This design comes from an exercise in tuning for a short achievable clock period and few clock cycles on the open sky130 flow, not from production work.
Where RTL was checked, it was by simulation tests only, not by an equivalence proof against the original.
The clock port is modelled as an ideal driver, which makes a skipped or thinned clock tree look cheaper than it is; a real chip needs a root buffer or a tree.
Power figures rest on the tool's default switching activity, not on a simulated workload.

==> flow/design.v <==
`timescale 1 ns/1 ns
module ShortestPath(Go, Clk, Rst, L_In, M_In, L_Out, P_Out, M_Addr, L_Addr, P_Addr,
				M_En, M_Rw, L_En, L_Rw, P_En, P_Rw, Done);
	input Go;
	input Clk, Rst;
	input [7:0] L_In, M_In;
	output [7:0] L_Out;
	output [7:0] P_Out;
	output [12:0] M_Addr, L_Addr, P_Addr;
	output M_En, M_Rw, L_En, L_Rw, P_En, P_Rw, Done;
	localparam [12:0] LAST = 13'd8191;
	reg        iss;
	reg [12:0] cnt;
	reg        m_en_r;
	reg [12:0] m_addr_r;
	reg        vd;
	reg        v1;
	reg [7:0]  m1;
	reg        v2;
	reg [12:0] idx2;
	reg [7:0]  l, h1, h2, h3;
	reg [1:0]  dir2;
	reg        w_en_r;
	reg [7:0]  l_out_r;
	reg [1:0]  p_out_r;
	reg [12:0] l_addr_r, p_addr_r;
	reg        last_o;
	reg        done_r;
	assign M_En   = m_en_r;
	assign M_Rw   = 1'b0;
	assign M_Addr = m_addr_r;
	assign L_En   = w_en_r;
	assign L_Rw   = 1'b1;
	assign L_Addr = l_addr_r;
	assign L_Out  = l_out_r;
	assign P_En   = w_en_r;
	assign P_Rw   = 1'b1;
	assign P_Addr = p_addr_r;
	assign P_Out  = {6'b000010, p_out_r};
	assign Done   = done_r;
	wire [3:0] cell1    = idx2[3:0] + 4'd1;
	wire       fi0      = cell1[3:2] == 2'd0;
	wire       fj0      = cell1[1:0] == 2'd0;
	wire [7:0] left     = l;
	wire [7:0] up       = h3;
	wire [7:0] sum_left = m1 + left;
	wire [7:0] sum_up   = m1 + up;
	wire       up_lt    = up < left;
	always @(posedge Clk) begin
		if (Rst) begin
			iss    <= 1'b0;
			m_en_r <= 1'b0;
			vd     <= 1'b0;
			v1     <= 1'b0;
			v2     <= 1'b0;
			w_en_r <= 1'b0;
			last_o <= 1'b0;
			done_r <= 1'b0;
		end else begin
			if (Go)
				iss <= 1'b1;
			else if (iss && cnt == LAST)
				iss <= 1'b0;
			m_en_r <= iss;
			vd     <= m_en_r;
			v1     <= vd;
			v2     <= v1;
			w_en_r <= v2;
			last_o <= v2 && !v1;
			done_r <= last_o;
		end
		cnt      <= iss ? cnt + 13'd1 : 13'd0;
		m_addr_r <= cnt;
		m1   <= M_In;
		idx2 <= v1 ? idx2 + 13'd1 : 13'h1fff;
		if (fi0 && fj0) begin
			l    <= m1;
			dir2 <= 2'b00;        
		end else if (fi0) begin
			l    <= sum_left;
			dir2 <= 2'b01;        
		end else if (fj0) begin
			l    <= sum_up;
			dir2 <= 2'b10;        
		end else if (up_lt) begin
			l    <= sum_up;
			dir2 <= 2'b10;        
		end else begin
			l    <= sum_left;
			dir2 <= 2'b01;        
		end
		h1 <= l;
		h2 <= h1;
		h3 <= h2;
		l_out_r  <= v2 ? l : 8'd0;
		p_out_r  <= dir2;
		l_addr_r <= idx2;
		p_addr_r <= v2 ? idx2 : 13'd0;
	end
endmodule
Settings: LEC_CHECK=0, CAP_MARGIN=20, CORE_MARGIN=2, CORE_UTILIZATION=40, SLEW_MARGIN=20, TNS_END_PERCENT=100; clock period 7.0 ns.
standard.sh (not shown) runs the stock make flow with config.mk's settings and CLKGATE_MAP_FILE= SYNTH_SCRIPT=/design/flow/synth_recipe.tcl, a recipe that flattens the netlist after the stock synthesis.
==> flow/flow/run.sh <==
#!/bin/bash
# Standard ORFS layout, except that after CTS the clock tree is replaced by one level
# of clock buffers fed straight from the clock port (see flow/clock_tree.tcl), and
# timing repair aims for a slack of 5.0 ns.
set -euo pipefail
here=$(pwd)
bash standard.sh SETUP_SLACK_MARGIN=5.0 POST_CTS_TCL="$here/flow/clock_tree.tcl" finish > standard.log 2>&1
Other scripts of this flow, unchanged in this note and not shown: flow/flow/clock_tree.tcl
Then changed:
--- a/flow/design.v
+++ b/flow/design.v
@@ -17,6 +17,6 @@
 	reg        v1;
 	reg [7:0]  m1;
+	reg [12:0] idx1;
 	reg        v2;
-	reg [12:0] idx2;
 	reg [7:0]  l, h1, h2, h3;
 	reg [1:0]  dir2;
@@ -39,7 +39,6 @@
 	assign P_Out  = {6'b000010, p_out_r};
 	assign Done   = done_r;
-	wire [3:0] cell1    = idx2[3:0] + 4'd1;
-	wire       fi0      = cell1[3:2] == 2'd0;
-	wire       fj0      = cell1[1:0] == 2'd0;
+	wire       fi0      = idx1[3:2] == 2'd0;
+	wire       fj0      = idx1[1:0] == 2'd0;
 	wire [7:0] left     = l;
 	wire [7:0] up       = h3;
@@ -47,4 +46,5 @@
 	wire [7:0] sum_up   = m1 + up;
 	wire       up_lt    = up < left;
+	wire [12:0] idx2    = idx1 - 13'd1;
 	always @(posedge Clk) begin
 		if (Rst) begin
@@ -73,5 +73,5 @@
 		m_addr_r <= cnt;
 		m1   <= M_In;
-		idx2 <= v1 ? idx2 + 13'd1 : 13'h1fff;
+		idx1 <= (vd && !v1) ? 13'd0 : idx1 + 13'd1;
 		if (fi0 && fj0) begin
 			l    <= m1;
=>
- cell count went up by a few percent
- design area went up slightly
- setup slack gets worse by 13 ps
- wire length went up by a little under a tenth
- area after synthesis went up by a few percent
- die area went up by a few percent
- via count went up by roughly a tenth
- hold slack is about the same
- core utilization went down by 1.9 points
- power went up by well over a third
- global-route usage went up by 0.49 points
- sequential power went up by about a fifth
- clock skew barely changes
Testbench counts after the change, summed over its fixed seeds: cycles 65,588.
Only the layout flow was run in the first run of this note; the RTL was not checked for function there. In every run of this note, the design's own scripts or RTL, not TritonCTS, make the clock network.

========
== job 7603 ==
ShortestPath, a different RTL version from the one above (not shown whole).
For scale: ~350 cells after synthesis, about 110 flip-flops, roughly 81 I/O pins.
==> module ShortestPath, before the edit <==
module ShortestPath(Go, Clk, Rst, L_In, M_In, L_Out, P_Out, M_Addr, L_Addr, P_Addr,
				M_En, M_Rw, L_En, L_Rw, P_En, P_Rw, Done);
	input Go;
	input Clk, Rst;
	input [7:0] L_In, M_In;
	output [7:0] L_Out;
	output [7:0] P_Out;
	output [12:0] M_Addr, L_Addr, P_Addr;
	output M_En, M_Rw, L_En, L_Rw, P_En, P_Rw, Done;
	localparam [12:0] LAST = 13'd8191;
	reg        iss;
	reg [12:0] cnt;
	reg        m_en_r;
	reg [12:0] m_addr_r;
	reg        vd;
	reg        v1;
	reg [7:0]  m1;
	reg        v2;
	reg [7:0]  l, h1, h2, h3;
	reg [1:0]  dir2;
	reg        w_en_r;
	reg [7:0]  l_out_r;
	reg [1:0]  p_out_r;
	reg [12:0] l_addr_r, p_addr_r;
	reg        last_o;
	reg        done_r;
	assign M_En   = m_en_r;
	assign M_Rw   = 1'b0;
	assign M_Addr = m_addr_r;
	assign L_En   = w_en_r;
	assign L_Rw   = 1'b1;
	assign L_Addr = l_addr_r;
	assign L_Out  = l_out_r;
	assign P_En   = w_en_r;
	assign P_Rw   = 1'b1;
	assign P_Addr = p_addr_r;
	assign P_Out  = {6'b000010, p_out_r};
	assign Done   = done_r;
	wire [3:0] cell1    = cnt[3:0] - 4'd3;
	wire       fi0      = cell1[3:2] == 2'd0;
	wire       fj0      = cell1[1:0] == 2'd0;
	wire [7:0] left     = l;
	wire [7:0] up       = h3;
	wire [7:0] sum_left = add8(m1, left);
	wire [7:0] sum_up   = add8(m1, up);
	wire       up_lt    = lt8(up, left);
	wire [12:0] idx2    = cnt - 13'd4;
	function lt8(input [7:0] a, input [7:0] b);
		reg [7:0] g, e;
		reg [3:0] g1, e1;
		reg [1:0] g2, e2;
		integer k;
		begin
			g = ~a & b;
			e = ~(a ^ b);
			for (k = 0; k < 4; k = k + 1) begin
				g1[k] = g[2*k+1] | (e[2*k+1] & g[2*k]);
				e1[k] = e[2*k+1] & e[2*k];
			end
			for (k = 0; k < 2; k = k + 1) begin
				g2[k] = g1[2*k+1] | (e1[2*k+1] & g1[2*k]);
				e2[k] = e1[2*k+1] & e1[2*k];
			end
			lt8 = g2[1] | (e2[1] & g2[0]);
		end
	endfunction
	function [7:0] add8(input [7:0] a, input [7:0] b);
		reg [4:0] lo;
		reg [3:0] hi0, hi1;
		begin
			lo  = a[3:0] + b[3:0];
			hi0 = a[7:4] + b[7:4];
			hi1 = a[7:4] + b[7:4] + 4'd1;
			add8 = {lo[4] ? hi1 : hi0, lo[3:0]};
		end
	endfunction
	always @(posedge Clk) begin
		if (Rst) begin
			iss    <= 1'b0;
			m_en_r <= 1'b0;
			vd     <= 1'b0;
			v1     <= 1'b0;
			v2     <= 1'b0;
			w_en_r <= 1'b0;
			last_o <= 1'b0;
			done_r <= 1'b0;
		end else begin
			if (Go)
				iss <= 1'b1;
			else if (iss && cnt == LAST)
				iss <= 1'b0;
			m_en_r <= iss;
			vd     <= m_en_r;
			v1     <= vd;
			v2     <= v1;
			w_en_r <= v2;
			last_o <= v2 && !v1;
			done_r <= last_o;
		end
		cnt      <= (iss || m_en_r || vd || v1 || v2) ? cnt + 13'd1 : 13'd0;
		m_addr_r <= cnt;
		m1 <= M_In;
		if (fi0 && fj0) begin
			l    <= m1;
			dir2 <= 2'b00;        
		end else if (fi0) begin
			l    <= sum_left;
			dir2 <= 2'b01;        
		end else if (fj0) begin
			l    <= sum_up;
			dir2 <= 2'b10;        
		end else if (up_lt) begin
			l    <= sum_up;
			dir2 <= 2'b10;        
		end else begin
			l    <= sum_left;
			dir2 <= 2'b01;        
		end
		h1 <= l;
		h2 <= h1;
		h3 <= h2;
		l_out_r  <= v2 ? l : 8'd0;
		p_out_r  <= dir2;
		l_addr_r <= idx2;
		p_addr_r <= v2 ? idx2 : 13'd0;
	end
endmodule
clock: 7.0 ns
lec_check: 0
cap_margin: 20
core_margin: 2
core_utilization: 40
slew_margin: 20
tns_end_percent: 100
==> flow/flow/run.sh <==
#!/bin/bash
# Standard ORFS layout, except that after CTS the clock tree is replaced by one level
# of clock buffers fed straight from the clock port (see flow/clock_tree.tcl), and
# timing repair aims for a slack of 5.1 ns.
set -euo pipefail
here=$(pwd)
bash standard.sh SETUP_SLACK_MARGIN=5.1 POST_CTS_TCL="$here/flow/clock_tree.tcl" finish > standard.log 2>&1
Other scripts of this flow, unchanged in this note and not shown: flow/flow/clock_tree.tcl
Job 7603 completed; timing, DRC and antenna clean
Testbench counts of job 7603, summed over its fixed seeds: cycles 65,588.
Input changes introduced in job 8725 (baseline for comparison: job 7603):
--- a/flow/design.v
+++ b/flow/design.v
@@ -41,33 +41,14 @@
 	wire       fi0      = cell1[3:2] == 2'd0;
 	wire       fj0      = cell1[1:0] == 2'd0;
 	wire [7:0] left     = l;
 	wire [7:0] up       = h3;
 	wire [7:0] sum_left = add8(m1, left);
 	wire [7:0] sum_up   = add8(m1, up);
-	wire       up_lt    = lt8(up, left);
+	wire       up_lt    = up < left;
 	wire [12:0] idx2    = cnt - 13'd4;
-	function lt8(input [7:0] a, input [7:0] b);
-		reg [7:0] g, e;
-		reg [3:0] g1, e1;
-		reg [1:0] g2, e2;
-		integer k;
-		begin
-			g = ~a & b;
-			e = ~(a ^ b);
-			for (k = 0; k < 4; k = k + 1) begin
-				g1[k] = g[2*k+1] | (e[2*k+1] & g[2*k]);
-				e1[k] = e[2*k+1] & e[2*k];
-			end
-			for (k = 0; k < 2; k = k + 1) begin
-				g2[k] = g1[2*k+1] | (e1[2*k+1] & g1[2*k]);
-				e2[k] = e1[2*k+1] & e1[2*k];
-			end
-			lt8 = g2[1] | (e2[1] & g2[0]);
-		end
-	endfunction
 	function [7:0] add8(input [7:0] a, input [7:0] b);
 		reg [4:0] lo;
 		reg [3:0] hi0, hi1;
 		begin
 			lo  = a[3:0] + b[3:0];
 			hi0 = a[7:4] + b[7:4];
[summary]
Job 8725: global-route usage over all layers lower than job 7603
A top contributor to total power of combinational logic is what job 7603 shows, while sequential cells belongs to job 8725.
Looking at start point of the critical path, the l[6] result is from job 8725; the l_addr_r[0] one comes from job 7603.
The filler cell count of job 8725 exceeds that of job 7603 by about 4.6%.
Total power of job 8725 is lower than that of job 7603.
Endpoint of the worst setup timing path: l[1] -> job 8725, M_Addr[0] -> job 7603
Between job 7603 and job 8725, the met2 track utilization from global routing is lower for job 8725.
Going from job 7603 to job 8725, cell area saw a decrease, setup slack of the critical path after layout saw a decrease, detailed-route via count saw a decrease.
Only the layout flow was run in job 8725; the RTL was not checked for function there. In every run of this note, the design's own scripts or RTL, not TritonCTS, make the clock network.

[port drivers added, routing unchanged]
The results above use ideal ports. As a check the final layouts listed here were re-extracted and re-timed, cells and wires unchanged.
Step 1: set_driving_cell puts a clkbuf_16 on Clk and a buf_2 on each other input, an assumption about the parent block.
Step 2 moves the port delays by t, midway between the first and last clock arrival at a register: inputs arrive t later, outputs are due t later. That takes back most of the time a late clock gives input paths.
a / b / c = no drivers / after step 1 / after step 2; a / b = the first two.
run | t (ns) | slack for setup (ns) | hold slack, ns | latest minus earliest clock arrival (ns) | worst slew at a driven data input, ns
the first run of note 1 | 0.245 | 4.978 / 4.901 / 4.886 | 0.332 / 0.332 / 0.332 | 0.010 / 0.010 | 0.04
the second run of note 1 | 0.247 | 4.965 / 4.885 / 4.920 | 0.331 / 0.331 / 0.331 | 0.012 / 0.011 | 0.03
job 7603 | 0.235 | 5.003 / 4.899 / 5.021 | 0.331 / 0.331 / 0.331 | 0.007 / 0.007 | 0.03
job 8725 | 0.236 | 4.991 / 4.905 / 4.985 | 0.332 / 0.332 / 0.332 | 0.008 / 0.008 | 0.04
After both steps every run listed still meets setup and hold. For the first run of note 1, which loses most, drivers alone change the setup slack by -0.077 ns; drivers and shift together by -0.092 ns.
